Context: an optimization exercise on an open-source flow, tuned for small area and a short achievable clock period. The choices shown serve that exercise and are no tape-out recipe.
Function was not checked in any run shown here: the RTL went through the layout flow alone.

<file path="design/flow/config.mk">
export PLATFORM = sky130hd
export DESIGN_NAME = Integrator
export DESIGN_NICKNAME = Integrator
export VERILOG_FILES = /design/flow/design.v
export SDC_FILE = /design/flow/constraint.sdc
export NUM_CORES = 4
export LEC_CHECK = 0
export CAP_MARGIN = 20
export CORE_MARGIN = 2
export CORE_UTILIZATION = 40
export SETUP_SLACK_MARGIN = 5
export SLEW_MARGIN = 20
export SYNTH_HIERARCHICAL = 1
export SYNTH_MINIMUM_KEEP_SIZE = 0
</file>
<file path="design/flow/constraint.sdc">
create_clock -name core_clock -period 14.0 [get_ports {clk}]
set_input_delay 2.8000 -clock core_clock [delete_from_list [all_inputs] [get_ports {clk}]]
set_output_delay 2.8000 -clock core_clock [all_outputs]
set_load 0.01 [all_outputs]
</file>
<file path="design/flow/design.v">
`timescale 1 ns / 1 ns
module Integrator
          (clk,
           reset,
           In,
           Out);
  input   clk;
  input   reset;
  input   signed [21:0] In;
  output  signed [21:0] Out;
  reg  [20:0] x1;
  reg  [20:0] x2;
  reg  [21:0] y1;
  reg  [21:0] y2;
  wire [20:0] x = In[20:0];
  wire fs0, fc0;
  Integrator_fa u_fa0 (.a(1'b1), .b(x1[0]), .c(~x2[1]), .s(fs0), .co(fc0));
  wire fs1, fc1;
  Integrator_fa u_fa1 (.a(x1[1]), .b(~x2[2]), .c(fc0), .s(fs1), .co(fc1));
  wire fs2, fc2;
  Integrator_fa u_fa2 (.a(x1[2]), .b(~x2[3]), .c(fc1), .s(fs2), .co(fc2));
  wire fs3, fc3;
  Integrator_fa u_fa3 (.a(x1[3]), .b(~x2[0]), .c(~x2[4]), .s(fs3), .co(fc3));
  wire fs4, fc4;
  Integrator_fa u_fa4 (.a(fs3), .b(fc2), .c(~x[0]), .s(fs4), .co(fc4));
  wire fs5, fc5;
  Integrator_fa u_fa5 (.a(1'b1), .b(x1[0]), .c(x1[4]), .s(fs5), .co(fc5));
  wire fs6, fc6;
  Integrator_fa u_fa6 (.a(~x2[1]), .b(~x2[5]), .c(fc3), .s(fs6), .co(fc6));
  wire fs7, fc7;
  Integrator_fa u_fa7 (.a(fs5), .b(fs6), .c(~x[1]), .s(fs7), .co(fc7));
  wire fs8, fc8;
  Integrator_fa u_fa8 (.a(~x[5]), .b(fc4), .c(fs7), .s(fs8), .co(fc8));
  wire fs9, fc9;
  Integrator_fa u_fa9 (.a(x1[1]), .b(x1[5]), .c(~x2[2]), .s(fs9), .co(fc9));
  wire fs10, fc10;
  Integrator_fa u_fa10 (.a(~x2[6]), .b(fc5), .c(fs9), .s(fs10), .co(fc10));
  wire fs11, fc11;
  Integrator_fa u_fa11 (.a(fc6), .b(fs10), .c(~x[2]), .s(fs11), .co(fc11));
  wire fs12, fc12;
  Integrator_fa u_fa12 (.a(~x[6]), .b(fc7), .c(fs11), .s(fs12), .co(fc12));
  wire fs13, fc13;
  Integrator_fa u_fa13 (.a(x1[2]), .b(x1[6]), .c(~x2[0]), .s(fs13), .co(fc13));
  wire fs14, fc14;
  Integrator_fa u_fa14 (.a(~x2[3]), .b(~x2[7]), .c(fc9), .s(fs14), .co(fc14));
  wire fs15, fc15;
  Integrator_fa u_fa15 (.a(fs13), .b(fc10), .c(fs14), .s(fs15), .co(fc15));
  wire fs16, fc16;
  Integrator_fa u_fa16 (.a(fs15), .b(~x[0]), .c(~x[3]), .s(fs16), .co(fc16));
  wire fs17, fc17;
  Integrator_fa u_fa17 (.a(~x[7]), .b(fc11), .c(fs16), .s(fs17), .co(fc17));
  wire fs18, fc18;
  Integrator_fa u_fa18 (.a(1'b1), .b(x1[0]), .c(x1[3]), .s(fs18), .co(fc18));
  wire fs19, fc19;
  Integrator_fa u_fa19 (.a(x1[7]), .b(~x2[1]), .c(~x2[4]), .s(fs19), .co(fc19));
  wire fs20, fc20;
  Integrator_fa u_fa20 (.a(~x2[8]), .b(fc13), .c(fs18), .s(fs20), .co(fc20));
  wire fs21, fc21;
  Integrator_fa u_fa21 (.a(fs19), .b(fc14), .c(fs20), .s(fs21), .co(fc21));
  wire fs22, fc22;
  Integrator_fa u_fa22 (.a(fc15), .b(fs21), .c(~x[1]), .s(fs22), .co(fc22));
  wire fs23, fc23;
  Integrator_fa u_fa23 (.a(~x[4]), .b(~x[8]), .c(fc16), .s(fs23), .co(fc23));
  wire fs24, fc24;
  Integrator_fa u_fa24 (.a(fs22), .b(fc17), .c(fs23), .s(fs24), .co(fc24));
  wire fs25, fc25;
  Integrator_fa u_fa25 (.a(x1[1]), .b(x1[4]), .c(x1[8]), .s(fs25), .co(fc25));
  wire fs26, fc26;
  Integrator_fa u_fa26 (.a(x2[0]), .b(~x2[2]), .c(~x2[5]), .s(fs26), .co(fc26));
  wire fs27, fc27;
  Integrator_fa u_fa27 (.a(~x2[9]), .b(fc18), .c(fc19), .s(fs27), .co(fc27));
  wire fs28, fc28;
  Integrator_fa u_fa28 (.a(fs25), .b(fs26), .c(fc20), .s(fs28), .co(fc28));
  wire fs29, fc29;
  Integrator_fa u_fa29 (.a(fs27), .b(fc21), .c(fs28), .s(fs29), .co(fc29));
  wire fs30, fc30;
  Integrator_fa u_fa30 (.a(fs29), .b(x[0]), .c(~x[2]), .s(fs30), .co(fc30));
  wire fs31, fc31;
  Integrator_fa u_fa31 (.a(~x[5]), .b(~x[9]), .c(fc22), .s(fs31), .co(fc31));
  wire fs32, fc32;
  Integrator_fa u_fa32 (.a(fs30), .b(fc23), .c(fs31), .s(fs32), .co(fc32));
  wire fs33, fc33;
  Integrator_fa u_fa33 (.a(x1[0]), .b(x1[2]), .c(x1[5]), .s(fs33), .co(fc33));
  wire fs34, fc34;
  Integrator_fa u_fa34 (.a(x1[9]), .b(x2[1]), .c(~x2[3]), .s(fs34), .co(fc34));
  wire fs35, fc35;
  Integrator_fa u_fa35 (.a(~x2[6]), .b(~x2[10]), .c(fc25), .s(fs35), .co(fc35));
  wire fs36, fc36;
  Integrator_fa u_fa36 (.a(fc26), .b(fs33), .c(fs34), .s(fs36), .co(fc36));
  wire fs37, fc37;
  Integrator_fa u_fa37 (.a(fc27), .b(fs35), .c(fs36), .s(fs37), .co(fc37));
  wire fs38, fc38;
  Integrator_fa u_fa38 (.a(fc28), .b(fs37), .c(fc29), .s(fs38), .co(fc38));
  wire fs39, fc39;
  Integrator_fa u_fa39 (.a(fs38), .b(x[1]), .c(~x[3]), .s(fs39), .co(fc39));
  wire fs40, fc40;
  Integrator_fa u_fa40 (.a(~x[6]), .b(~x[10]), .c(fc30), .s(fs40), .co(fc40));
  wire fs41, fc41;
  Integrator_fa u_fa41 (.a(fs39), .b(fc31), .c(fs40), .s(fs41), .co(fc41));
  wire fs42, fc42;
  Integrator_fa u_fa42 (.a(x1[1]), .b(x1[3]), .c(x1[6]), .s(fs42), .co(fc42));
  wire fs43, fc43;
  Integrator_fa u_fa43 (.a(x1[10]), .b(x2[2]), .c(~x2[4]), .s(fs43), .co(fc43));
  wire fs44, fc44;
  Integrator_fa u_fa44 (.a(~x2[7]), .b(~x2[11]), .c(fc33), .s(fs44), .co(fc44));
  wire fs45, fc45;
  Integrator_fa u_fa45 (.a(fc34), .b(fs42), .c(fs43), .s(fs45), .co(fc45));
  wire fs46, fc46;
  Integrator_fa u_fa46 (.a(fc35), .b(fc36), .c(fs44), .s(fs46), .co(fc46));
  wire fs47, fc47;
  Integrator_fa u_fa47 (.a(fs45), .b(fc37), .c(fs46), .s(fs47), .co(fc47));
  wire fs48, fc48;
  Integrator_fa u_fa48 (.a(fs47), .b(fc38), .c(x[2]), .s(fs48), .co(fc48));
  wire fs49, fc49;
  Integrator_fa u_fa49 (.a(~x[4]), .b(~x[7]), .c(~x[11]), .s(fs49), .co(fc49));
  wire fs50, fc50;
  Integrator_fa u_fa50 (.a(fc39), .b(fs48), .c(fs49), .s(fs50), .co(fc50));
  wire fs51, fc51;
  Integrator_fa u_fa51 (.a(fc40), .b(fs50), .c(fc41), .s(fs51), .co(fc51));
  wire fs52, fc52;
  Integrator_fa u_fa52 (.a(x1[2]), .b(x1[4]), .c(x1[7]), .s(fs52), .co(fc52));
  wire fs53, fc53;
  Integrator_fa u_fa53 (.a(x1[11]), .b(x2[3]), .c(~x2[5]), .s(fs53), .co(fc53));
  wire fs54, fc54;
  Integrator_fa u_fa54 (.a(~x2[8]), .b(~x2[12]), .c(fc42), .s(fs54), .co(fc54));
  wire fs55, fc55;
  Integrator_fa u_fa55 (.a(fc43), .b(fs52), .c(fs53), .s(fs55), .co(fc55));
  wire fs56, fc56;
  Integrator_fa u_fa56 (.a(fc44), .b(fc45), .c(fs54), .s(fs56), .co(fc56));
  wire fs57, fc57;
  Integrator_fa u_fa57 (.a(fs55), .b(fc46), .c(fs56), .s(fs57), .co(fc57));
  wire fs58, fc58;
  Integrator_fa u_fa58 (.a(fc47), .b(fs57), .c(x[3]), .s(fs58), .co(fc58));
  wire fs59, fc59;
  Integrator_fa u_fa59 (.a(~x[5]), .b(~x[8]), .c(~x[12]), .s(fs59), .co(fc59));
  wire fs60, fc60;
  Integrator_fa u_fa60 (.a(fc48), .b(fc49), .c(fs58), .s(fs60), .co(fc60));
  wire fs61, fc61;
  Integrator_fa u_fa61 (.a(fs59), .b(fc50), .c(fs60), .s(fs61), .co(fc61));
  wire fs62, fc62;
  Integrator_fa u_fa62 (.a(x1[3]), .b(x1[5]), .c(x1[8]), .s(fs62), .co(fc62));
  wire fs63, fc63;
  Integrator_fa u_fa63 (.a(x1[12]), .b(x2[4]), .c(~x2[6]), .s(fs63), .co(fc63));
  wire fs64, fc64;
  Integrator_fa u_fa64 (.a(~x2[9]), .b(~x2[13]), .c(fc52), .s(fs64), .co(fc64));
  wire fs65, fc65;
  Integrator_fa u_fa65 (.a(fc53), .b(fs62), .c(fs63), .s(fs65), .co(fc65));
  wire fs66, fc66;
  Integrator_fa u_fa66 (.a(fc54), .b(fc55), .c(fs64), .s(fs66), .co(fc66));
  wire fs67, fc67;
  Integrator_fa u_fa67 (.a(fs65), .b(fc56), .c(fs66), .s(fs67), .co(fc67));
  wire fs68, fc68;
  Integrator_fa u_fa68 (.a(fc57), .b(fs67), .c(x[4]), .s(fs68), .co(fc68));
  wire fs69, fc69;
  Integrator_fa u_fa69 (.a(~x[6]), .b(~x[9]), .c(~x[13]), .s(fs69), .co(fc69));
  wire fs70, fc70;
  Integrator_fa u_fa70 (.a(fc58), .b(fc59), .c(fs68), .s(fs70), .co(fc70));
  wire fs71, fc71;
  Integrator_fa u_fa71 (.a(fs69), .b(fc60), .c(fs70), .s(fs71), .co(fc71));
  wire fs72, fc72;
  Integrator_fa u_fa72 (.a(x1[4]), .b(x1[6]), .c(x1[9]), .s(fs72), .co(fc72));
  wire fs73, fc73;
  Integrator_fa u_fa73 (.a(x1[13]), .b(x2[5]), .c(~x2[7]), .s(fs73), .co(fc73));
  wire fs74, fc74;
  Integrator_fa u_fa74 (.a(~x2[10]), .b(~x2[14]), .c(fc62), .s(fs74), .co(fc74));
  wire fs75, fc75;
  Integrator_fa u_fa75 (.a(fc63), .b(fs72), .c(fs73), .s(fs75), .co(fc75));
  wire fs76, fc76;
  Integrator_fa u_fa76 (.a(fc64), .b(fc65), .c(fs74), .s(fs76), .co(fc76));
  wire fs77, fc77;
  Integrator_fa u_fa77 (.a(fs75), .b(fc66), .c(fs76), .s(fs77), .co(fc77));
  wire fs78, fc78;
  Integrator_fa u_fa78 (.a(fc67), .b(fs77), .c(x[5]), .s(fs78), .co(fc78));
  wire fs79, fc79;
  Integrator_fa u_fa79 (.a(~x[7]), .b(~x[10]), .c(~x[14]), .s(fs79), .co(fc79));
  wire fs80, fc80;
  Integrator_fa u_fa80 (.a(fc68), .b(fc69), .c(fs78), .s(fs80), .co(fc80));
  wire fs81, fc81;
  Integrator_fa u_fa81 (.a(fs79), .b(fc70), .c(fs80), .s(fs81), .co(fc81));
  wire fs82, fc82;
  Integrator_fa u_fa82 (.a(x1[5]), .b(x1[7]), .c(x1[10]), .s(fs82), .co(fc82));
  wire fs83, fc83;
  Integrator_fa u_fa83 (.a(x1[14]), .b(x2[6]), .c(~x2[8]), .s(fs83), .co(fc83));
  wire fs84, fc84;
  Integrator_fa u_fa84 (.a(~x2[11]), .b(~x2[15]), .c(fc72), .s(fs84), .co(fc84));
  wire fs85, fc85;
  Integrator_fa u_fa85 (.a(fc73), .b(fs82), .c(fs83), .s(fs85), .co(fc85));
  wire fs86, fc86;
  Integrator_fa u_fa86 (.a(fc74), .b(fc75), .c(fs84), .s(fs86), .co(fc86));
  wire fs87, fc87;
  Integrator_fa u_fa87 (.a(fs85), .b(fc76), .c(fs86), .s(fs87), .co(fc87));
  wire fs88, fc88;
  Integrator_fa u_fa88 (.a(fc77), .b(fs87), .c(x[6]), .s(fs88), .co(fc88));
  wire fs89, fc89;
  Integrator_fa u_fa89 (.a(~x[8]), .b(~x[11]), .c(~x[15]), .s(fs89), .co(fc89));
  wire fs90, fc90;
  Integrator_fa u_fa90 (.a(fc78), .b(fc79), .c(fs88), .s(fs90), .co(fc90));
  wire fs91, fc91;
  Integrator_fa u_fa91 (.a(fs89), .b(fc80), .c(fs90), .s(fs91), .co(fc91));
  wire fs92, fc92;
  Integrator_fa u_fa92 (.a(x1[6]), .b(x1[8]), .c(x1[11]), .s(fs92), .co(fc92));
  wire fs93, fc93;
  Integrator_fa u_fa93 (.a(x1[15]), .b(x2[7]), .c(~x2[9]), .s(fs93), .co(fc93));
  wire fs94, fc94;
  Integrator_fa u_fa94 (.a(~x2[12]), .b(~x2[16]), .c(fc82), .s(fs94), .co(fc94));
  wire fs95, fc95;
  Integrator_fa u_fa95 (.a(fc83), .b(fs92), .c(fs93), .s(fs95), .co(fc95));
  wire fs96, fc96;
  Integrator_fa u_fa96 (.a(fc84), .b(fc85), .c(fs94), .s(fs96), .co(fc96));
  wire fs97, fc97;
  Integrator_fa u_fa97 (.a(fs95), .b(fc86), .c(fs96), .s(fs97), .co(fc97));
  wire fs98, fc98;
  Integrator_fa u_fa98 (.a(fc87), .b(fs97), .c(x[7]), .s(fs98), .co(fc98));
  wire fs99, fc99;
  Integrator_fa u_fa99 (.a(~x[9]), .b(~x[12]), .c(~x[16]), .s(fs99), .co(fc99));
  wire fs100, fc100;
  Integrator_fa u_fa100 (.a(fc88), .b(fc89), .c(fs98), .s(fs100), .co(fc100));
  wire fs101, fc101;
  Integrator_fa u_fa101 (.a(fs99), .b(fc90), .c(fs100), .s(fs101), .co(fc101));
  wire fs102, fc102;
  Integrator_fa u_fa102 (.a(x1[7]), .b(x1[9]), .c(x1[12]), .s(fs102), .co(fc102));
  wire fs103, fc103;
  Integrator_fa u_fa103 (.a(x1[16]), .b(x2[8]), .c(~x2[10]), .s(fs103), .co(fc103));
  wire fs104, fc104;
  Integrator_fa u_fa104 (.a(~x2[13]), .b(~x2[17]), .c(fc92), .s(fs104), .co(fc104));
  wire fs105, fc105;
  Integrator_fa u_fa105 (.a(fc93), .b(fs102), .c(fs103), .s(fs105), .co(fc105));
  wire fs106, fc106;
  Integrator_fa u_fa106 (.a(fc94), .b(fc95), .c(fs104), .s(fs106), .co(fc106));
  wire fs107, fc107;
  Integrator_fa u_fa107 (.a(fs105), .b(fc96), .c(fs106), .s(fs107), .co(fc107));
  wire fs108, fc108;
  Integrator_fa u_fa108 (.a(fc97), .b(fs107), .c(x[8]), .s(fs108), .co(fc108));
  wire fs109, fc109;
  Integrator_fa u_fa109 (.a(~x[10]), .b(~x[13]), .c(~x[17]), .s(fs109), .co(fc109));
  wire fs110, fc110;
  Integrator_fa u_fa110 (.a(fc98), .b(fc99), .c(fs108), .s(fs110), .co(fc110));
  wire fs111, fc111;
  Integrator_fa u_fa111 (.a(fs109), .b(fc100), .c(fs110), .s(fs111), .co(fc111));
  wire fs112, fc112;
  Integrator_fa u_fa112 (.a(x1[8]), .b(x1[10]), .c(x1[13]), .s(fs112), .co(fc112));
  wire fs113, fc113;
  Integrator_fa u_fa113 (.a(x1[17]), .b(x2[9]), .c(~x2[11]), .s(fs113), .co(fc113));
  wire fs114, fc114;
  Integrator_fa u_fa114 (.a(~x2[14]), .b(~x2[18]), .c(fc102), .s(fs114), .co(fc114));
  wire fs115, fc115;
  Integrator_fa u_fa115 (.a(fc103), .b(fs112), .c(fs113), .s(fs115), .co(fc115));
  wire fs116, fc116;
  Integrator_fa u_fa116 (.a(fc104), .b(fc105), .c(fs114), .s(fs116), .co(fc116));
  wire fs117, fc117;
  Integrator_fa u_fa117 (.a(fs115), .b(fc106), .c(fs116), .s(fs117), .co(fc117));
  wire fs118, fc118;
  Integrator_fa u_fa118 (.a(fc107), .b(fs117), .c(x[9]), .s(fs118), .co(fc118));
  wire fs119, fc119;
  Integrator_fa u_fa119 (.a(~x[11]), .b(~x[14]), .c(~x[18]), .s(fs119), .co(fc119));
  wire fs120, fc120;
  Integrator_fa u_fa120 (.a(fc108), .b(fc109), .c(fs118), .s(fs120), .co(fc120));
  wire fs121, fc121;
  Integrator_fa u_fa121 (.a(fs119), .b(fc110), .c(fs120), .s(fs121), .co(fc121));
  wire fs122, fc122;
  Integrator_fa u_fa122 (.a(x1[9]), .b(x1[11]), .c(x1[14]), .s(fs122), .co(fc122));
  wire fs123, fc123;
  Integrator_fa u_fa123 (.a(x1[18]), .b(x2[10]), .c(~x2[12]), .s(fs123), .co(fc123));
  wire fs124, fc124;
  Integrator_fa u_fa124 (.a(~x2[15]), .b(~x2[19]), .c(fc112), .s(fs124), .co(fc124));
  wire fs125, fc125;
  Integrator_fa u_fa125 (.a(fc113), .b(fs122), .c(fs123), .s(fs125), .co(fc125));
  wire fs126, fc126;
  Integrator_fa u_fa126 (.a(fc114), .b(fc115), .c(fs124), .s(fs126), .co(fc126));
  wire fs127, fc127;
  Integrator_fa u_fa127 (.a(fs125), .b(fc116), .c(fs126), .s(fs127), .co(fc127));
  wire fs128, fc128;
  Integrator_fa u_fa128 (.a(fc117), .b(fs127), .c(x[10]), .s(fs128), .co(fc128));
  wire fs129, fc129;
  Integrator_fa u_fa129 (.a(~x[12]), .b(~x[15]), .c(~x[19]), .s(fs129), .co(fc129));
  wire fs130, fc130;
  Integrator_fa u_fa130 (.a(fc118), .b(fc119), .c(fs128), .s(fs130), .co(fc130));
  wire fs131, fc131;
  Integrator_fa u_fa131 (.a(fs129), .b(fc120), .c(fs130), .s(fs131), .co(fc131));
  wire fs132, fc132;
  Integrator_fa u_fa132 (.a(x1[10]), .b(x1[12]), .c(x1[15]), .s(fs132), .co(fc132));
  wire fs133, fc133;
  Integrator_fa u_fa133 (.a(x1[19]), .b(x2[11]), .c(~x2[13]), .s(fs133), .co(fc133));
  wire fs134, fc134;
  Integrator_fa u_fa134 (.a(~x2[16]), .b(~x2[20]), .c(fc122), .s(fs134), .co(fc134));
  wire fs135, fc135;
  Integrator_fa u_fa135 (.a(fc123), .b(fs132), .c(fs133), .s(fs135), .co(fc135));
  wire fs136, fc136;
  Integrator_fa u_fa136 (.a(fc124), .b(fc125), .c(fs134), .s(fs136), .co(fc136));
  wire fs137, fc137;
  Integrator_fa u_fa137 (.a(fs135), .b(fc126), .c(fs136), .s(fs137), .co(fc137));
  wire fs138, fc138;
  Integrator_fa u_fa138 (.a(fc127), .b(fs137), .c(x[11]), .s(fs138), .co(fc138));
  wire fs139, fc139;
  Integrator_fa u_fa139 (.a(~x[13]), .b(~x[16]), .c(~x[20]), .s(fs139), .co(fc139));
  wire fs140, fc140;
  Integrator_fa u_fa140 (.a(fc128), .b(fc129), .c(fs138), .s(fs140), .co(fc140));
  wire fs141, fc141;
  Integrator_fa u_fa141 (.a(fs139), .b(fc130), .c(fs140), .s(fs141), .co(fc141));
  wire [20:0] ts = {fc131, fc121, fc111, fc101, fc91, fc81, fc71, fc61, fc51, fs51, fc32, fc24, fs24, fc12, fc8, fs8, ~x[4], ~x[3], ~x[2], ~x[1], ~x[0]};
  wire [20:0] tc = {fs141, fs131, fs121, fs111, fs101, fs91, fs81, fs71, fs61, 1'b0, fs41, fs32, 1'b0, fs17, fs12, 1'b0, fs4, fs2, fs1, fs0, ~x2[0]};
  wire [21:0] rs = {y2[21], ts ^ tc ^ y2[20:0]};
  wire [21:0] rc = {(ts & tc) | (ts & y2[20:0]) | (tc & y2[20:0]), 1'b0};
  wire [21:0] sum = rs + rc;
  wire [20:0] low = {1'b0, ts[19:0]} + {1'b0, tc[19:0]};
  wire c20 = low[20];
  wire flip = (ts[20] ^ tc[20]) | (c20 ^ ts[20]);
  wire [21:0] y = {sum[21] ^ flip, sum[20:0]};
  always @(posedge clk or posedge reset) begin
    if (reset) begin
      x1 <= 21'd0;
      x2 <= 21'd0;
      y1 <= 22'd0;
      y2 <= 22'd0;
    end else begin
      x1 <= x;
      x2 <= x1;
      y1 <= y;
      y2 <= y1;
    end
  end
  assign Out = y;
endmodule   
module Integrator_fa (a, b, c, s, co);
  input a, b, c;
  output s, co;
  assign s = a ^ b ^ c;
  assign co = (a & b) | (a & c) | (b & c);
endmodule
</file>
<file path="design/flow/run.sh">
#!/bin/bash
# synth_recipe.tcl (not shown) runs the flow's synth.tcl, then flattens the netlist and writes it again
# the make line also repeats each setting of config.mk as NAME=value (left out here)
make -C /OpenROAD-flow-scripts/flow DESIGN_CONFIG=/design/flow/config.mk WORK_HOME=/design/flow/orfs CLKGATE_MAP_FILE= SYNTH_SCRIPT=/design/flow/synth_recipe.tcl finish
</file>
==> results.yml, run 1 <==
outcome:
  status: "complete, no violations"
cts:
  htreeDepth: 3
  cts_tree: "built"
  clock_latency_ns: 0.35
  clk_pin_slew_ns: 0.06
  cts_sinks: 86
  cts_buffer_depth: 2
  ctsRootBufferMaster: "clkbuf_16"
  cts_buffers: 9
yosys:
  synth_flop_cell: "dfrtp_1"
  synthSimpleGateAreaFrac_pct: 3.96
  synth_area_leader_cell: "fa_1"
  ys_top_cells_by_area: "fa_1, dfrtp_1, ha_1"
  synth_compound_area_share_pct: 6.76
  yosys.area_share.adder_pct: 52.3
  async_reset_ff_share_pct: 100
  synth_top_area_share_pct: 45.1
  synth_edf_count: 0
  ys_warn_count: 7
  synth_seq_cells: 86
  synth_top_family_by_area: "adder cells"
  synth_xor_area_share_pct: 1.96
  synth_seq_area_share_pct: 30.1
  synth_cell_type_count: 45
  syn_avg_cell_area_um2: 13.9
  muxShareOfSynthArea_pct: 0.473
  netlist_area_mm2: 0.00714
  syn-instance-count: 514
worst_setup_path:
  critPathCaptureType: "primary output"
  worstPathArrival_ns: 6.55
  critical_path.cell_chain: "buf_12 > buf_4 > inv_4 > fa_1 > fa_2 > fa_2 > fa_1 > ha_4 > a21o_1 > a21o_1 > a211oi_2 > o31a_4 > o21bai_4 > a31oi_4 > xnor2_2 > buf_2"
  critPathKind: "in2out"
  critical_path.max_fanout: 4
  path_buf_inv: 4
  critPathSlowestCell: "fa_1"
  required_ns: 11.20
  path_delay_family: "adder cells"
  slowest_delay_ns: 0.56
  crit_path_start_kind: "input port"
placement:
  hpwl_mm: 12.7
  io_buffers: 44
  gp_congestion: 0.866
detailed_routing:
  drt_iter0_markers: 285
  drtPass1Iterations: 4
  num_vias: 4317
  wl_met1_mm: 7.13
  ant_nets: 0
  viasPerCell: 4.95
  drc: 0
  maxUsedRoutingLayer: "met4"
  met3WireLength_um: 620
  avgRoutedWirePerCell_um: 18.9
  wl_met2_mm: 8.51
  wl_mm: 16.5
timing:
  relSlewSlack_pct: 54.5
  setup_tns_ns: 0
  skew_ns: 0.00683
  min_period_ns: 9.35
  tightest_slew_ns: 0.682
  slew_violations: 0
  fmax_ghz: 0.107
  hold_viol_final: 0
  hold_ws_ns: 0.347
  setup_violations: 0
  period_share_pct: 66.8
  rsz0062_at_grt: "yes"
finish:
  syn_to_final_growth_pct: 28.7
  final_common_cell: "fa_1"
  mostFrequentLayoutCells: "fa_1, dfrtp_1, buf_4"
  fin_util_pct: 53.0
  fillers: 1410
  diodes: 0
  drive_above_1_share_pct: 34.3
  nets: 870
floorplan:
  die_w_um: 138
  core_mm2: 0.0174
  ios: 46
  start_util_pct: 41.2
  row_count: 48
  die_area_mm2: 0.0189
  fp.dieH_um: 138
global_routing:
  grt_first_pass_wirelength_mm: 28.0
  grt_pass1_vias: 5083
  grt_max_degree: 50
  overflow: 0
  track_usage_pct: 20.3
  antenna_found_initial: 0
flow_run:
  maxCapViolations: 0
min_path:
  hp-class: "reg2reg"
per-module statistics from Yosys, one instance, submodules excluded:
module,cells inside,flip-flops and latches,area (um^2)
Integrator_fa,1,0,20.0
Integrator,372,86,4300
through the flow:
step / cell area [um^2] / worst slack (ns) / std cells
floorplan: 7250 / 4.94 / 516
global placement: 7940 / 3.37 / 781
detailed placement: 7940 / 3.31 / 781
CTS: 8990 / 4.67 / 862
global route: 9190 / 4.52 / 873
finish: 9190 / 4.65 / 873
per-layer routing:
metal  track usage (%)  vias up
li1                  -     1885
met1              27.7     2328
met2              33.5       88
met3              3.68       16
met4              5.67        0
met5                 0        -
sequential cells by signal, indices dropped and copies added, names as in the netlist:
register  cells
x1           21
y2           22
y1           22
x2           21
cell families after synthesis:
group	Yosys count
AO/OA/AOI/OAI	69
buffers and inverters	80
AND/OR/NAND/NOR	57
adder cells (fa/ha/maj)	202
multiplexers	3
XOR/XNOR	16
other	1
flip-flops	86
synth_stat cells (2+ instances only):
master    number
ha_1          41
xor2_1         7
nor2_1        17
a21oi_1       24
a21oi_2        2
mux2_2         3
inv_1         74
a21o_1        11
fa_1         161
o21bai_1       4
xnor2_1        9
nand3_1        4
o211ai_1       2
nand4_1        7
nor3_1         6
nand3b_1       2
o21ai_1        4
a211oi_2       2
clkbuf_1       2
o21ai_0        8
dfrtp_1       86
or3_1          2
nand2_1       14
layout make-up:
cell class / count / area (um^2) / share of cell area, %
Tap cell: 225 / 282 / 3.06
Clock buffer: 14 / 264 / 2.87
Inverter: 75 / 313 / 3.40
Sequential cell: 86 / 2160 / 23.5
Clock inverter: 1 / 5.00 / 0.0544
Multi-Input combinational cell: 350 / 5170 / 56.2
Timing Repair Buffer: 122 / 1000 / 10.9
final timing paths:
check | endpoint | from | cells past startpoint | slack [ns]
max in group asynchronous | x1[6] | reset | 3 | 10.03
worst max-delay path | Out[20] | In[0] | 16 | 4.65
worst min-delay path | y2[14] | y1[14] | 0 | 0.35
min in group asynchronous | y1[9] | reset | 2 | 2.84
worst max register to register | y1[10] | x1[0] | 40 | 5.21
worst min register to register | y2[14] | y1[14] | 0 | 0.35
timing repair:
| item | 4_1_cts | 5_1_grt |
|---|---|---|
| gates resized for setup | 220 | 27 |
| endpoints found under the hold margin | 0 | 0 |
| pin swaps | 83 | 28 |
| gates cloned | 0 | 0 |
| setup buffers | 66 | 11 |
| hold buffers | 0 | 0 |
| setup endpoints to repair | 16 | 14 |
==> run 2: changes to the inputs <==
--- a/design/flow/config.mk
+++ b/design/flow/config.mk
@@ -10,2 +10,5 @@
 export CORE_UTILIZATION = 40
+export CTS_BUF_LIST = sky130_fd_sc_hd__clkbuf_4 sky130_fd_sc_hd__clkbuf_8
+export CTS_CLUSTER_DIAMETER = 100
+export CTS_CLUSTER_SIZE = 30
 export SETUP_SLACK_MARGIN = 5
==> run 2 against run 1 <==
Against the previous run: still clean on timing, DRC and antenna; clock skew up 0.0050 ns; register-to-register slack about the same; count of clock-buffer cells in the layout did not move; critical path type unchanged; highest routed layer unchanged.
==> results.yml, run 2 <==
outcome:
  status: "complete, no violations"
floorplan:
  core_mm2: 0.0174
  start_util_pct: 41.2
  die_area_mm2: 0.0189
  die_w_um: 138
  fp.dieH_um: 138
  row_count: 48
  ios: 46
cts:
  clk_pin_slew_ns: 0.08
  cts_buffer_depth: 2
  clock_latency_ns: 0.38
  cts_tree: "built"
  cts_sinks: 86
  ctsRootBufferMaster: "clkbuf_8"
  cts_buffers: 9
  htreeDepth: 3
global_routing:
  antenna_found_initial: 0
  overflow: 0
  track_usage_pct: 20.1
  grt_pass1_vias: 5073
  grt_max_degree: 50
  grt_first_pass_wirelength_mm: 27.9
detailed_routing:
  num_vias: 4321
  wl_mm: 16.5
  drt_iter0_markers: 219
  drtPass1Iterations: 4
  avgRoutedWirePerCell_um: 18.8
  drc: 0
  ant_nets: 0
  viasPerCell: 4.93
timing:
  setup_violations: 0
  rsz0062_at_grt: "yes"
  skew_ns: 0.0118
  relSlewSlack_pct: 54.0
  setup_tns_ns: 0
  hold_viol_final: 0
  slew_violations: 0
  fmax_ghz: 0.107
  tightest_slew_ns: 0.689
  setup_slack_ns: 4.68
  min_period_ns: 9.32
  period_share_pct: 66.6
yosys:
  synth_seq_area_share_pct: 30.1
  syn-instance-count: 514
  ys_warn_count: 7
  synth_area_leader_cell: "fa_1"
  async_reset_ff_share_pct: 100
  yosysMostFrequentCell: "fa_1"
  yosys.area_share.adder_pct: 52.3
  syn_avg_cell_area_um2: 13.9
  netlist_area_mm2: 0.00714
  ys_top_cells_by_area: "fa_1, dfrtp_1, ha_1"
  synth_flop_cell: "dfrtp_1"
  netlist_top_cells_count: "fa_1, dfrtp_1, inv_1"
  synth_top_family_by_area: "adder cells"
  muxShareOfSynthArea_pct: 0.473
  synth_top_area_share_pct: 45.1
  synth_cell_type_count: 45
  synthSimpleGateAreaFrac_pct: 3.96
  synth_seq_cells: 86
  synth_xor_area_share_pct: 1.96
  synth_edf_count: 0
  synth_compound_area_share_pct: 6.76
placement:
  hpwl_mm: 12.7
  preCtsSetupSlack_ns: 3.31
  io_buffers: 44
  gp_congestion: 0.866
finish:
  nets: 874
  final_common_cell: "fa_1"
  syn_to_final_growth_pct: 28.0
  seq_area_mm2: 0.00217
  diodes: 0
  multiInputGateArea_mm2: 0.00518
  mostFrequentLayoutCells: "fa_1, buf_4, dfrtp_1"
  fillers: 1434
  drive_above_1_share_pct: 37.1
  top_regs: "y1 x22, y2 x22"
  fin_util_pct: 52.7
worst_setup_path:
  slowest_delay_ns: 0.56
  critical_path.cell_chain: "buf_12 > buf_4 > inv_2 > fa_1 > fa_2 > fa_2 > fa_1 > ha_4 > a21o_1 > a21o_1 > a211oi_2 > o31a_4 > o21bai_4 > a31oi_4 > xnor2_2 > buf_2"
  required_ns: 11.20
  critPathKind: "in2out"
  critPathCaptureType: "primary output"
  worstPathArrival_ns: 6.52
  critical_path.max_fanout: 4
  crit_path_start_kind: "input port"
  critPathSlowestCell: "fa_1"
min_path:
  hp-class: "reg2reg"
flow_run:
  maxCapViolations: 0
==> run 2: per-module statistics from Yosys (local to each module, per instance) <==
| module | flops+latches | cells | area [um^2] |
|---|---|---|---|
| Integrator_fa | 0 | 1 | 20.0 |
| Integrator | 86 | 372 | 4300 |
==> run 2: layout make-up <==
| class | count | area share [%] |
|---|---|---|
| clock buffer | 14 | 1.90 |
| clock inverter | 1 | 0.0547 |
| inverter | 75 | 3.42 |
| multi-input combinational | 350 | 56.6 |
| sequential | 86 | 23.7 |
| tap | 225 | 3.08 |
| timing repair buffer | 126 | 11.3 |
==> run 2: worst max-delay path: cells and delay by family <==
kind / cells / cell delay [ns]
compound gates: 6 / 1.15
xor+xnor: 1 / 0.14
fa+ha+maj: 5 / 1.97
buf+inv: 4 / 0.46
==> run 2: path summary, 6_finish.rpt <==
path                       startpoint  endpoint  slack [ns]  depth (start not counted)
hold reg to reg                y1[12]    y2[12]        0.36                          0
min in group asynchronous       reset    y1[10]        2.80                          2
setup reg to reg                x1[6]    y1[10]        5.20                         41
hold / removal                 y1[12]    y2[12]        0.36                          0
setup / recovery                In[0]   Out[20]        4.68                         16
max in group asynchronous       reset    x1[10]       10.06                          3
==> run 2: kinds of logic (layout without fill, tap and decap cells) <==
logic type      after synthesis  in the layout
compound gates               69             69
buf+inv                      80            216
xor+xnor                     16             16
fa+ha+maj                   202            202
mux                           3              3
other cells                   1              3
flops                        86             86
simple gates                 57             57
==> run 2: what timing repair did <==
action / CTS / global route
endpoints found under the setup margin: 16 / 14
setup buffers: 68 / 13
hold buffers: 0 / 0
hold endpoints to repair: 0 / 0
pin swaps: 87 / 42
gates resized for setup: 230 / 30
==> run 2: per-layer routing <==
metal / track usage [%] / vias to the layer above / wire length (um)
met2: 33.3 / 95 / 8440
met5: 0 / - / 0
li1: - / 1898 / -
met4: 4.98 / 0 / 272
met1: 27.4 / 2306 / 6980
met3: 4.27 / 22 / 755
==> run 2: metrics by stage <==
step	area (um^2)	instances	hold slack [ns]
2_1_floorplan	7250	516	0.331
3_3_place_gp	7940	781	0.332
3_5_place_dp	7940	781	0.335
4_1_cts	8950	864	0.354
5_1_grt	9150	877	0.362
6_report	9150	877	0.356
==> run 3: changes to the inputs <==
--- a/design/flow/config.mk
+++ b/design/flow/config.mk
@@ -13,3 +13,3 @@
 export CTS_CLUSTER_SIZE = 30
-export SETUP_SLACK_MARGIN = 5
+export SETUP_SLACK_MARGIN = 4
 export SLEW_MARGIN = 20
==> run 3 against run 2 <==
Against the previous run: still clean; hold slack worse by 0.0039 ns; global-route usage fell by 1.7 points; worst setup slack worse by 0.55 ns; non-clock buffer count down 79; core utilization down 5.9 points; largest cell class unchanged.
==> results.yml, run 3 <==
outcome:
  status: "complete, no violations"
yosys:
  synthSimpleGateAreaFrac_pct: 3.96
  async_reset_ff_share_pct: 100
  ys_top_cells_by_area: "fa_1, dfrtp_1, ha_1"
  synth_seq_cells: 86
  synth_top_family_by_area: "adder cells"
  syn-instance-count: 514
  synth_seq_area_share_pct: 30.1
  yosysMostFrequentCell: "fa_1"
  ys_warn_count: 7
  netlist_area_mm2: 0.00714
  synth_flop_cell: "dfrtp_1"
  synth_top_area_share_pct: 45.1
  synth_cell_type_count: 45
  synth_xor_area_share_pct: 1.96
  yosys.area_share.adder_pct: 52.3
  synth_area_leader_cell: "fa_1"
  netlist_top_cells_count: "fa_1, dfrtp_1, inv_1"
  synth_compound_area_share_pct: 6.76
  synth_edf_count: 0
  muxShareOfSynthArea_pct: 0.473
  syn_avg_cell_area_um2: 13.9
timing:
  fmax_ghz: 0.101
  period_share_pct: 70.5
  skew_ns: 0.0175
  hold_ws_ns: 0.352
  relSlewSlack_pct: 55.1
  hold_viol_final: 0
  setup_tns_ns: 0
  rsz0062_at_grt: "no"
  setup_violations: 0
  min_period_ns: 9.87
  tightest_slew_ns: 0.674
  setup_slack_ns: 4.13
  slew_violations: 0
finish:
  nets: 795
  top_regs: "y1 x22, y2 x22"
  final_area_mm2: 0.00812
  mostFrequentLayoutCells: "fa_1, dfrtp_1, inv_1"
  drive_above_1_share_pct: 11.0
  syn_to_final_growth_pct: 13.7
  diodes: 0
  final_common_cell: "fa_1"
  fin_util_pct: 46.8
  stdcell_count: 799
floorplan:
  die_area_mm2: 0.0189
  row_count: 48
  start_util_pct: 41.2
  ios: 46
  core_mm2: 0.0174
  fp.dieH_um: 138
  die_w_um: 138
placement:
  hpwl_mm: 12.6
  placed_cell_area_mm2: 0.00785
  gp_congestion: 0.869
  dp_cells: 781
  preCtsSetupSlack_ns: 3.29
  io_buffers: 44
worst_setup_path:
  critical_path.max_fanout: 7
  worstPathArrival_ns: 7.07
  path_buf_inv: 3
  path_delay_family: "adder cells"
  critPathSlowestCell: "clkdlybuf4s50_1"
  required_ns: 11.20
  worst_path_most_repeated_cell: "fa_1"
  slowest_delay_ns: 0.54
  critical_path.cell_chain: "clkdlybuf4s50_1 > inv_2 > fa_1 > fa_1 > fa_2 > fa_1 > ha_2 > a21o_1 > a21o_1 > a21oi_1 > o21ai_0 > a21oi_1 > nand4b_1 > o311ai_2 > buf_2"
  critPathCaptureType: "primary output"
  critPathKind: "in2out"
  crit_path_start_kind: "input port"
detailed_routing:
  num_vias: 3952
  viasPerCell: 4.95
  maxUsedRoutingLayer: "met4"
  drt_iter0_markers: 181
  ant_nets: 0
  wl_mm: 14.8
  wl_met2_mm: 7.52
  met3WireLength_um: 784
  wl_met1_mm: 6.30
  drtPass1Iterations: 4
  drc: 0
  avgRoutedWirePerCell_um: 18.6
global_routing:
  grt_pass1_vias: 4731
  overflow: 0
  track_usage_pct: 18.4
  antenna_found_initial: 0
  grt_max_degree: 50
  grt_first_pass_wirelength_mm: 25.4
cts:
  clock_latency_ns: 0.40
  cts_buffers: 9
  hold_buffers: 0
  htreeDepth: 3
  cts_sinks: 86
  clk_pin_slew_ns: 0.10
  ctsRootBufferMaster: "clkbuf_8"
  cts_tree: "built"
  cts_buffer_depth: 2
flow_run:
  maxCapViolations: 0
min_path:
  hp-class: "reg2reg"
==> run 3: cell counts after synthesis <==
Identical to the previous run, type by type.
==> run 3: cells by family (layout without fill, tap and decap cells) <==
group	count (synthesis)	in the layout
buffers and inverters	80	138
other	1	3
muxes	3	3
and+or+nand+nor	57	57
xor gates and xnor gates	16	16
AOI/OAI and AO/OA	69	69
adders and majority gates	202	202
DFF	86	86
==> run 3: Yosys stat by module (local to each module, per instance) <==
module         flip-flops and latches  times used  cells inside  area, um^2
Integrator_fa                       0         142             1        20.0
Integrator                         86           1           372        4300
==> run 3: path summary, 6_finish.rpt <==
| check | from | endpoint | slack, ns | cells after the start |
|---|---|---|---|---|
| max | In[11] | Out[19] | 4.13 | 15 |
| min | y1[13] | y2[13] | 0.35 | 0 |
| max reg2reg | x1[0] | y1[19] | 7.59 | 17 |
| min reg2reg | y1[13] | y2[13] | 0.35 | 0 |
| max in group asynchronous | reset | x2[4] | 10.14 | 3 |
| min in group asynchronous | reset | y1[14] | 2.80 | 2 |
==> run 3: cell type report <==
type / count / area [um^2]
clock buffer: 9 / 124
clock inverter: 7 / 75.1
fill: 1530 / 9240
inverter: 75 / 283
multi-input combinational: 350 / 4780
sequential: 86 / 2150
tap: 225 / 282
timing repair buffer: 47 / 428
==> run 3: routing by layer <==
layer	track usage, %	vias to the layer above
met5	0	-
met2	29.2	94
met1	25.2	2104
met4	5.50	0
li1	-	1734
met3	4.71	20
==> run 3: worst reg2reg max path: stages, from the launching register on <==
cell,delay [ns]
dfrtp_1,0.51
fa_1,0.58
fa_1,0.43
fa_1,0.40
fa_1,0.41
fa_1,0.49
fa_1,0.47
fa_1,0.46
fa_2,0.59
fa_1,0.43
ha_2,0.34
a21o_1,0.24
a21o_1,0.19
a21oi_1,0.14
o21ai_0,0.11
a21oi_1,0.25
nand4b_1,0.16
o311ai_2,0.12
==> run 3: what timing repair did <==
action,4_1_cts,5_1_grt
endpoints found under the setup margin,11,7
resized for setup,41,23
pin swaps,2,5
buffers inserted,1,1
gates cloned,0,0
==> run 4: changes to the inputs <==
--- a/design/flow/config.mk
+++ b/design/flow/config.mk
@@ -13,3 +13,3 @@
 export CTS_CLUSTER_SIZE = 30
-export SETUP_SLACK_MARGIN = 4
+export SETUP_SLACK_MARGIN = 3
 export SLEW_MARGIN = 20
==> run 4 against run 3 <==
Against the previous run: hold slack got worse by 0.0035 ns; still clean; sequential share of layout area increased by 0.23 points; critical path type unchanged.
==> results.yml, run 4 <==
yosys:
  synth_area_leader_cell: "fa_1"
  synthSimpleGateAreaFrac_pct: 3.96
  synth_seq_area_share_pct: 30.1
  yosys.area_share.adder_pct: 52.3
  synth_edf_count: 0
  synth_compound_area_share_pct: 6.76
  netlist_area_mm2: 0.00714
  synth_flop_cell: "dfrtp_1"
  synth_top_family_by_area: "adder cells"
  syn_avg_cell_area_um2: 13.9
  synth_xor_area_share_pct: 1.96
  muxShareOfSynthArea_pct: 0.473
  yosysMostFrequentCell: "fa_1"
  synth_cell_type_count: 45
  async_reset_ff_share_pct: 100
  syn-instance-count: 514
  ys_top_cells_by_area: "fa_1, dfrtp_1, ha_1"
  ys_warn_count: 7
  synth_seq_cells: 86
  netlist_top_cells_count: "fa_1, dfrtp_1, inv_1"
  synth_top_area_share_pct: 45.1
global_routing:
  grt_max_degree: 50
  grt_first_pass_wirelength_mm: 25.2
  track_usage_pct: 18.2
  overflow: 0
  antenna_found_initial: 0
  grt_pass1_vias: 4687
timing:
  period_share_pct: 76.5
  relSlewSlack_pct: 54.8
  min_period_ns: 10.71
  hold_ws_ns: 0.349
  hold_viol_final: 0
  skew_ns: 0.0159
  fmax_ghz: 0.0934
  setup_violations: 0
  tightest_slew_ns: 0.677
  rsz0062_at_grt: "no"
  setup_tns_ns: 0
  slew_violations: 0
finish:
  fillers: 1528
  fin_util_pct: 46.4
  nets: 793
  final_common_cell: "fa_1"
  mostFrequentLayoutCells: "fa_1, dfrtp_1, inv_1"
  syn_to_final_growth_pct: 12.7
  drive_above_1_share_pct: 5.59
  diodes: 0
  multiInputGateArea_mm2: 0.00469
  top_regs: "y1 x22, y2 x22"
  seq_area_mm2: 0.00215
floorplan:
  start_util_pct: 41.2
  fp.dieH_um: 138
  row_count: 48
  die_area_mm2: 0.0189
  ios: 46
  die_w_um: 138
  core_mm2: 0.0174
worst_setup_path:
  critPathKind: "in2out"
  critPathCaptureType: "primary output"
  critical_path.max_fanout: 7
  required_ns: 11.20
  crit_path_start_kind: "input port"
  critPathSlowestCell: "clkdlybuf4s50_1"
  slowest_delay_ns: 0.61
  r2r_setup_slack_ns: 7.57
  critical_path.cell_chain: "clkdlybuf4s50_1 > inv_1 > fa_1 > fa_1 > fa_1 > fa_1 > fa_1 > ha_1 > a21o_1 > a21o_1 > a21oi_1 > o21ai_0 > a21oi_1 > nand4b_1 > o311ai_1 > clkdlybuf4s50_1"
  worstPathArrival_ns: 7.91
  worst_path_most_repeated_cell: "fa_1"
placement:
  io_buffers: 44
  gp_congestion: 0.869
  hpwl_mm: 12.6
cts:
  htreeDepth: 3
  cts_sinks: 86
  cts_buffer_depth: 2
  cts_resized: 0
  hold_buffers: 0
  post-cts-setup-buffers: 0
  cts_buffers: 9
  ctsRootBufferMaster: "clkbuf_8"
  clk_pin_slew_ns: 0.10
  clock_latency_ns: 0.40
  cts_tree: "built"
flow_run:
  maxCapViolations: 0
detailed_routing:
  wl_mm: 14.7
  viasPerCell: 4.94
  num_vias: 3936
  drtPass1Iterations: 4
  drt_iter0_markers: 167
  ant_nets: 0
  drc: 0
  avgRoutedWirePerCell_um: 18.4
min_path:
  hp-class: "reg2reg"
outcome:
  status: "complete, no violations"
[run 4: cell counts after synthesis]
No cell type changed its count.
[run 4: per-layer routing]
layer  GRT usage, %  part of all wire (%)  vias to the layer above
li1               -                     -                     1735
met1           25.1                    44                     2115
met2           28.8                    50                       70
met3           4.71                   4.5                       16
met4           5.10                   1.5                        0
met5              0                     0                        -
[run 4: cell families (layout without fill, tap and decap cells)]
family                   after synthesis  in the layout
flip-flops                            86             86
other                                  1              3
multiplexers                           3              3
buffers and inverters                 80            136
AND/OR/NAND/NOR                       57             57
XOR/XNOR                              16             16
adder cells (fa/ha/maj)              202            202
AO/OA/AOI/OAI                         69             69
[run 4: worst paths after layout]
| path | from | to | depth (start not counted) |
|---|---|---|---|
| worst max-delay path | In[2] | Out[19] | 16 |
| worst max register to register | x1[0] | y1[19] | 17 |
| max in group asynchronous | reset | x2[4] | 3 |
| worst min-delay path | y1[13] | y2[13] | 0 |
| worst min register to register | y1[13] | y2[13] | 0 |
| min in group asynchronous | reset | y1[14] | 2 |
[run 4: final cells by class]
type / instances / area share [%]
Clock inverter: 7 / 0.933
Tap cell: 225 / 3.50
Timing Repair Buffer: 45 / 5.56
Sequential cell: 86 / 26.7
Inverter: 75 / 3.51
Multi-Input combinational cell: 350 / 58.2
Clock buffer: 9 / 1.54
[run 4: worst max-delay path, delay by kind of cell]
family	cells	cell delay, ns
buf+inv	3	1.37
fa+ha+maj	6	2.60
compound gates	6	1.02
simple gates	1	0.12
[run 4: through the flow]
step	cells	setup WS (ns)	instance area, um^2
after floorplan	516	4.80	7150
after global placement	781	3.32	7850
after global routing	797	3.02	8050
final	797	3.29	8050
after CTS	797	3.28	8050
after detailed placement	781	3.29	7850
[run 4: modules after synthesis (local to each module, per instance)]
module / copies in the design / cell area, um^2 / flops+latches / cells inside
Integrator: 1 / 4300 / 86 / 372
Integrator_fa: 142 / 20.0 / 0 / 1
==> run 5: changes to the inputs <==
--- a/design/flow/config.mk
+++ b/design/flow/config.mk
@@ -9,3 +9,3 @@
 export CORE_MARGIN = 2
-export CORE_UTILIZATION = 40
+export CORE_UTILIZATION = 60
 export CTS_BUF_LIST = sky130_fd_sc_hd__clkbuf_4 sky130_fd_sc_hd__clkbuf_8
@@ -13,3 +13,3 @@
 export CTS_CLUSTER_SIZE = 30
-export SETUP_SLACK_MARGIN = 3
+export SETUP_SLACK_MARGIN = 4.5
 export SLEW_MARGIN = 20
==> run 5 against run 4 <==
Against the previous run: clock skew grew 0.0024 ns; count of clock-buffer cells in the layout is the same; worst setup slack gained 1.3 ns; first-iteration DRC count grew 26%; register-to-register slack gained 0.15 ns; hold slack gained 0.0062 ns; critical path type unchanged; largest cell class unchanged.
==> results.yml, run 5 <==
floorplan:
  core_mm2: 0.0115
  row_count: 39
  start_util_pct: 62.0
  die_area_mm2: 0.0128
  ios: 46
  die_w_um: 113
  fp.dieH_um: 113
timing:
  hold_ws_ns: 0.355
  hold_viol_final: 0
  slew_violations: 0
  fmax_ghz: 0.106
  tightest_slew_ns: 0.670
  rsz0062_at_grt: "yes"
  setup_slack_ns: 4.60
  relSlewSlack_pct: 55.3
  min_period_ns: 9.40
  period_share_pct: 67.2
  setup_tns_ns: 0
  setup_violations: 0
  skew_ns: 0.0183
yosys:
  synth_area_leader_cell: "fa_1"
  synth_flop_cell: "dfrtp_1"
  synth_seq_cells: 86
  synth_top_area_share_pct: 45.1
  async_reset_ff_share_pct: 100
  yosysMostFrequentCell: "fa_1"
  ys_top_cells_by_area: "fa_1, dfrtp_1, ha_1"
  synth_cell_type_count: 45
  syn_avg_cell_area_um2: 13.9
  syn-instance-count: 514
  ys_warn_count: 7
  netlist_area_mm2: 0.00714
  synth_edf_count: 0
  synth_seq_area_share_pct: 30.1
  netlist_top_cells_count: "fa_1, dfrtp_1, inv_1"
cts:
  ctsRootBufferMaster: "clkbuf_8"
  clock_latency_ns: 0.39
  cts_tree: "built"
  htreeDepth: 3
  cts_sinks: 86
  hold_buffers: 0
  cts_buffer_depth: 2
  clk_pin_slew_ns: 0.10
  cts_buffers: 9
global_routing:
  grt_max_degree: 52
  antenna_found_initial: 0
  overflow: 0
  grt_first_pass_wirelength_mm: 24.8
  track_usage_pct: 26.4
  grt_pass1_vias: 4811
finish:
  final_common_cell: "fa_1"
  seq_area_mm2: 0.00216
  multiInputGateArea_mm2: 0.00505
  fillers: 779
  drive_above_1_share_pct: 25.7
  mostFrequentLayoutCells: "fa_1, dfrtp_1, inv_1"
  top_regs: "y1 x22, y2 x22"
  syn_to_final_growth_pct: 18.9
  nets: 825
  diodes: 0
  stdcell_count: 747
worst_setup_path:
  critical_path.cell_chain: "buf_6 > inv_2 > fa_2 > fa_1 > fa_2 > fa_2 > fa_1 > ha_4 > a21o_1 > a21o_1 > a21oi_2 > o21ai_2 > a21oi_2 > nand4b_1 > o311ai_4 > buf_2"
  crit_path_start_kind: "input port"
  critPathCaptureType: "primary output"
  path_buf_inv: 3
  critPathSlowestCell: "fa_1"
  critical_path.max_fanout: 7
  slowest_delay_ns: 0.53
  worstPathArrival_ns: 6.60
  required_ns: 11.20
  path_delay_family: "adder cells"
  critPathKind: "in2out"
  worst_path_most_repeated_cell: "fa_2"
placement:
  gp_congestion: 0.897
  io_buffers: 44
  hpwl_mm: 12.1
  preCtsSetupSlack_ns: 3.20
  dp_cells: 699
detailed_routing:
  viasPerCell: 5.54
  drc: 0
  drtPass1Iterations: 15
  avgRoutedWirePerCell_um: 20.3
  drt_iter0_markers: 211
  num_vias: 4139
  wl_mm: 15.1
  ant_nets: 0
outcome:
  status: "complete, no violations"
flow_run:
  maxCapViolations: 0
min_path:
  hp-class: "reg2reg"
-- run 5: per-stage QoR --
stage | cell area (um^2) | utilization (%)
global placement | 7750 | 67.3
floorplan | 7150 | -
global route | 8490 | 73.8
CTS | 8220 | 71.4
finish | 8490 | 73.8
detailed placement | 7750 | 67.3
-- run 5: path summary, 6_finish.rpt --
kind                           end  cells after the start    from  slack (ns)
max                        Out[19]                     16   In[2]        4.60
min                         y2[19]                      0  y1[19]        0.35
max reg2reg                 y1[18]                     20   x1[2]        7.72
min reg2reg                 y2[19]                      0  y1[19]        0.35
max in group asynchronous    x1[3]                      3   reset       10.05
min in group asynchronous   y1[19]                      2   reset        2.81
-- run 5: cell families after synthesis --
| group | share of synthesized area (%) |
|---|---|
| compound gates | 6.76 |
| xor+xnor | 1.96 |
| fa+ha+maj | 52.3 |
| buf+inv | 4.38 |
| flops | 30.1 |
| mux | 0.473 |
| other cells | 0.0525 |
| simple gates | 3.96 |
-- run 5: cell type report --
class,instances,area share (%)
repair buffers,77,7.50
inverters,75,3.36
well taps,143,2.11
clock buffers,9,1.46
flip-flops and latches,86,25.4
multi-input cells,350,59.5
clock inverters,7,0.678
-- run 5: worst reg2reg max path: stages (launching register included) --
cell and delay [ns]:
dfrtp_2 0.44, buf_4 0.16, fa_1 0.50, fa_1 0.43
fa_1 0.54, fa_1 0.44, fa_1 0.55, fa_1 0.45
fa_2 0.57, fa_1 0.45, ha_4 0.26, a21o_1 0.20
a21o_1 0.18, a21o_1 0.19, nor3_2 0.13, o21ai_2 0.07
o211ai_1 0.11, xnor2_1 0.13, buf_4 0.15, buf_4 0.12
buf_4 0.12
-- run 5: repair_timing --
action,in CTS,in global routing
pin swaps,25,35
setup endpoints to repair,14,10
resized for setup,116,52
buffers inserted,16,16
-- run 5: per-module statistics from Yosys, one instance, submodules excluded --
module | flip-flops and latches | area [um^2] | cells inside
Integrator | 86 | 4300 | 372
Integrator_fa | 0 | 20.0 | 1
-- run 5: layer usage --
layer	track usage (%)	routed length (um)	up-vias
met5	0	0	-
met1	35.2	6160	2234
met2	44.9	8270	84
li1	-	-	1799
met3	4.45	439	22
met4	8.54	262	0
==> run 6: changes to the inputs <==
--- a/design/flow/config.mk
+++ b/design/flow/config.mk
@@ -13,3 +13,3 @@
 export CTS_CLUSTER_SIZE = 30
-export SETUP_SLACK_MARGIN = 4.5
+export SETUP_SLACK_MARGIN = 4
 export SLEW_MARGIN = 20
==> run 6 against run 5 <==
Against the previous run: hold slack about the same; worst setup slack got worse by 0.44 ns; core utilization shrank 3.7 points; wire length down 5.1%; clock skew increased by 0.0010 ns; via count is 3.0% lower; sequential cell count unchanged; critical path type unchanged.
==> results.yml, run 6 <==
floorplan:
  ios: 46
  die_w_um: 113
  start_util_pct: 62.0
  row_count: 39
  core_mm2: 0.0115
  die_area_mm2: 0.0128
  fp.dieH_um: 113
yosys:
  ys_warn_count: 7
  synth_edf_count: 0
  async_reset_ff_share_pct: 100
  synth_area_leader_cell: "fa_1"
  netlist_top_cells_count: "fa_1, dfrtp_1, inv_1"
  yosysMostFrequentCell: "fa_1"
  synth_seq_area_share_pct: 30.1
  netlist_area_mm2: 0.00714
  ys_top_cells_by_area: "fa_1, dfrtp_1, ha_1"
  syn_avg_cell_area_um2: 13.9
  synth_flop_cell: "dfrtp_1"
  synth_seq_cells: 86
  synth_top_area_share_pct: 45.1
  syn-instance-count: 514
  synth_cell_type_count: 45
detailed_routing:
  drc: 0
  drt_iter0_markers: 221
  ant_nets: 0
  wl_mm: 14.4
  num_vias: 4015
  viasPerCell: 5.56
  drtPass1Iterations: 15
  avgRoutedWirePerCell_um: 19.9
global_routing:
  overflow: 0
  antenna_found_initial: 0
  grt_pass1_vias: 4711
  grt_first_pass_wirelength_mm: 24.1
  grt_max_degree: 52
  track_usage_pct: 25.6
finish:
  nets: 800
  syn_to_final_growth_pct: 13.0
  fillers: 835
  mostFrequentLayoutCells: "fa_1, dfrtp_1, inv_1"
  diodes: 0
  drive_above_1_share_pct: 11.7
  final_common_cell: "fa_1"
  top_regs: "y1 x22, y2 x22"
cts:
  hold_buffers: 0
  clock_latency_ns: 0.39
  cts_buffers: 9
  ctsRootBufferMaster: "clkbuf_8"
  clk_pin_slew_ns: 0.09
  cts_buffer_depth: 2
  htreeDepth: 3
  cts_tree: "built"
  cts_sinks: 86
placement:
  gp_congestion: 0.897
  io_buffers: 44
  hpwl_mm: 12.1
min_path:
  hp-class: "reg2reg"
  hold_start: "y1[1]"
  hold_depth: 0
  whs_endpoint: "y2[1]"
worst_setup_path:
  critical_path.max_fanout: 6
  required_ns: 11.20
  worstPathArrival_ns: 7.04
  crit_path_start_kind: "input port"
  critPathCaptureType: "primary output"
  r2r_cells: 20
  critPathKind: "in2out"
  rr_startpoint: "x1[3]"
  rr_endpoint: "y1[18]"
  r2r_setup_slack_ns: 7.35
timing:
  fmax_ghz: 0.102
  rsz0062_at_grt: "no"
  period_share_pct: 70.3
  skew_ns: 0.0193
  min_period_ns: 9.84
  setup_violations: 0
  slew_violations: 0
  tightest_slew_ns: 0.675
  relSlewSlack_pct: 55.0
  hold_viol_final: 0
  setup_tns_ns: 0
outcome:
  status: "complete, no violations"
flow_run:
  maxCapViolations: 0
## run 6: cell counts after synthesis
No cell type changed its count.
## run 6: logic make-up after synthesis
| logic type | Yosys count | synth area share, % |
|---|---|---|
| buffers and inverters | 80 | 4.38 |
| XOR/XNOR | 16 | 1.96 |
| adder cells (fa/ha/maj) | 202 | 52.3 |
| AO/OA/AOI/OAI | 69 | 6.76 |
| flip-flops | 86 | 30.1 |
| multiplexers | 3 | 0.473 |
| other | 1 | 0.0525 |
| AND/OR/NAND/NOR | 57 | 3.96 |
## run 6: per-module statistics from Yosys (local to each module, per instance)
module / flip-flops and latches / area (um^2) / copies in the design / cells inside
Integrator: 86 / 4300 / 1 / 372
Integrator_fa: 0 / 20.0 / 142 / 1
## run 6: layout make-up
cell class	instances	area, um^2	share of cell area (%)
Timing Repair Buffer	52	480	5.95
Inverter	75	283	3.50
Tap cell	143	179	2.22
Multi-Input combinational cell	350	4800	59.4
Clock buffer	9	124	1.53
Clock inverter	7	57.6	0.713
Sequential cell	86	2150	26.7
## run 6: worst max path at each step
| stage | endpoint | startpoint | slack (ns) | cells after the start |
|---|---|---|---|---|
| 2_1_floorplan | Out[19] | In[2] | 4.80 | 14 |
| 4_1_cts | Out[19] | In[11] | 3.92 | 15 |
| 5_1_grt | Out[21] | In[10] | 3.98 | 14 |
| 6_report | Out[20] | In[12] | 4.16 | 14 |
| 3_5_place_dp | Out[19] | In[1] | 3.20 | 16 |
| 3_3_place_gp | Out[19] | In[1] | 3.30 | 16 |
## run 6: metrics by stage
stage / worst slack (ns) / hold WS, ns / std cells / utilization [%] / cell area, um^2
after floorplan: 4.80 / 0.331 / 516 / - / 7150
after global placement: 3.30 / 0.331 / 699 / 67.3 / 7750
after detailed placement: 3.20 / 0.335 / 699 / 67.3 / 7750
after CTS: 3.92 / 0.357 / 719 / 69.3 / 7980
after global routing: 3.98 / 0.363 / 722 / 70.1 / 8070
final: 4.16 / 0.355 / 722 / 70.1 / 8070
## run 6: routing by layer
| layer | GRT usage, % | vias up | routed length (um) |
|---|---|---|---|
| met4 | 8.37 | 0 | 257 |
| met3 | 4.28 | 18 | 607 |
| li1 | - | 1751 | - |
| met1 | 34.9 | 2149 | 5800 |
| met2 | 42.9 | 97 | 7700 |
| met5 | 0 | - | 0 |
## run 6: worst max-delay path, cell delays in order
cell and delay (ns):
clkdlybuf4s50_1 0.49, inv_1 0.14, fa_1 0.41, fa_1 0.54, fa_1 0.46, fa_1 0.51, ha_2 0.30, a21o_1 0.20
a21o_1 0.17, a21o_1 0.19, o21bai_4 0.19, a31oi_4 0.21, xnor2_2 0.14, dlygate4sd2_1 0.29
## run 6: what timing repair did
item / CTS / global route
setup endpoints to repair: 11 / 8
buffers inserted: 4 / 3
pin swaps: 3 / 6
gates resized for setup: 38 / 29

==> afterwards: timing with drivers on the ports <==
The results above use ideal ports. As a check the final layouts listed here were re-extracted and re-timed, cells and wires unchanged. Step 1, drivers: a clkbuf_16 drives clk and a buf_2 each remaining input, both assumed. Step 2 times the ports against the registers' clock, not the clock port: input delays grow and output delays shrink by t, the midpoint of the rising clock arrivals with the driver on. a / b / c = ideal ports / drivers / drivers and shift; a / b = the first two.
| run | t, ns | setup slack, ns | worst register clock-pin slew, ns |
|---|---|---|---|
| run 1 | 0.389 | 4.652 / 4.601 / 4.537 | 0.06 / 0.06 |
| run 2 | 0.410 | 4.678 / 4.615 / 4.546 | 0.09 / 0.09 |
| run 3 | 0.422 | 4.128 / 4.098 / 4.098 | 0.10 / 0.10 |
| run 4 | 0.424 | 3.292 / 3.265 / 3.265 | 0.10 / 0.10 |
| run 5 | 0.419 | 4.596 / 4.552 / 4.552 | 0.10 / 0.10 |
| run 6 | 0.418 | 4.159 / 4.133 / 4.133 | 0.10 / 0.10 |
After both steps every run listed still meets setup and hold. For run 2, which loses most, drivers alone change the setup slack by -0.063 ns; drivers and shift together by -0.132 ns.
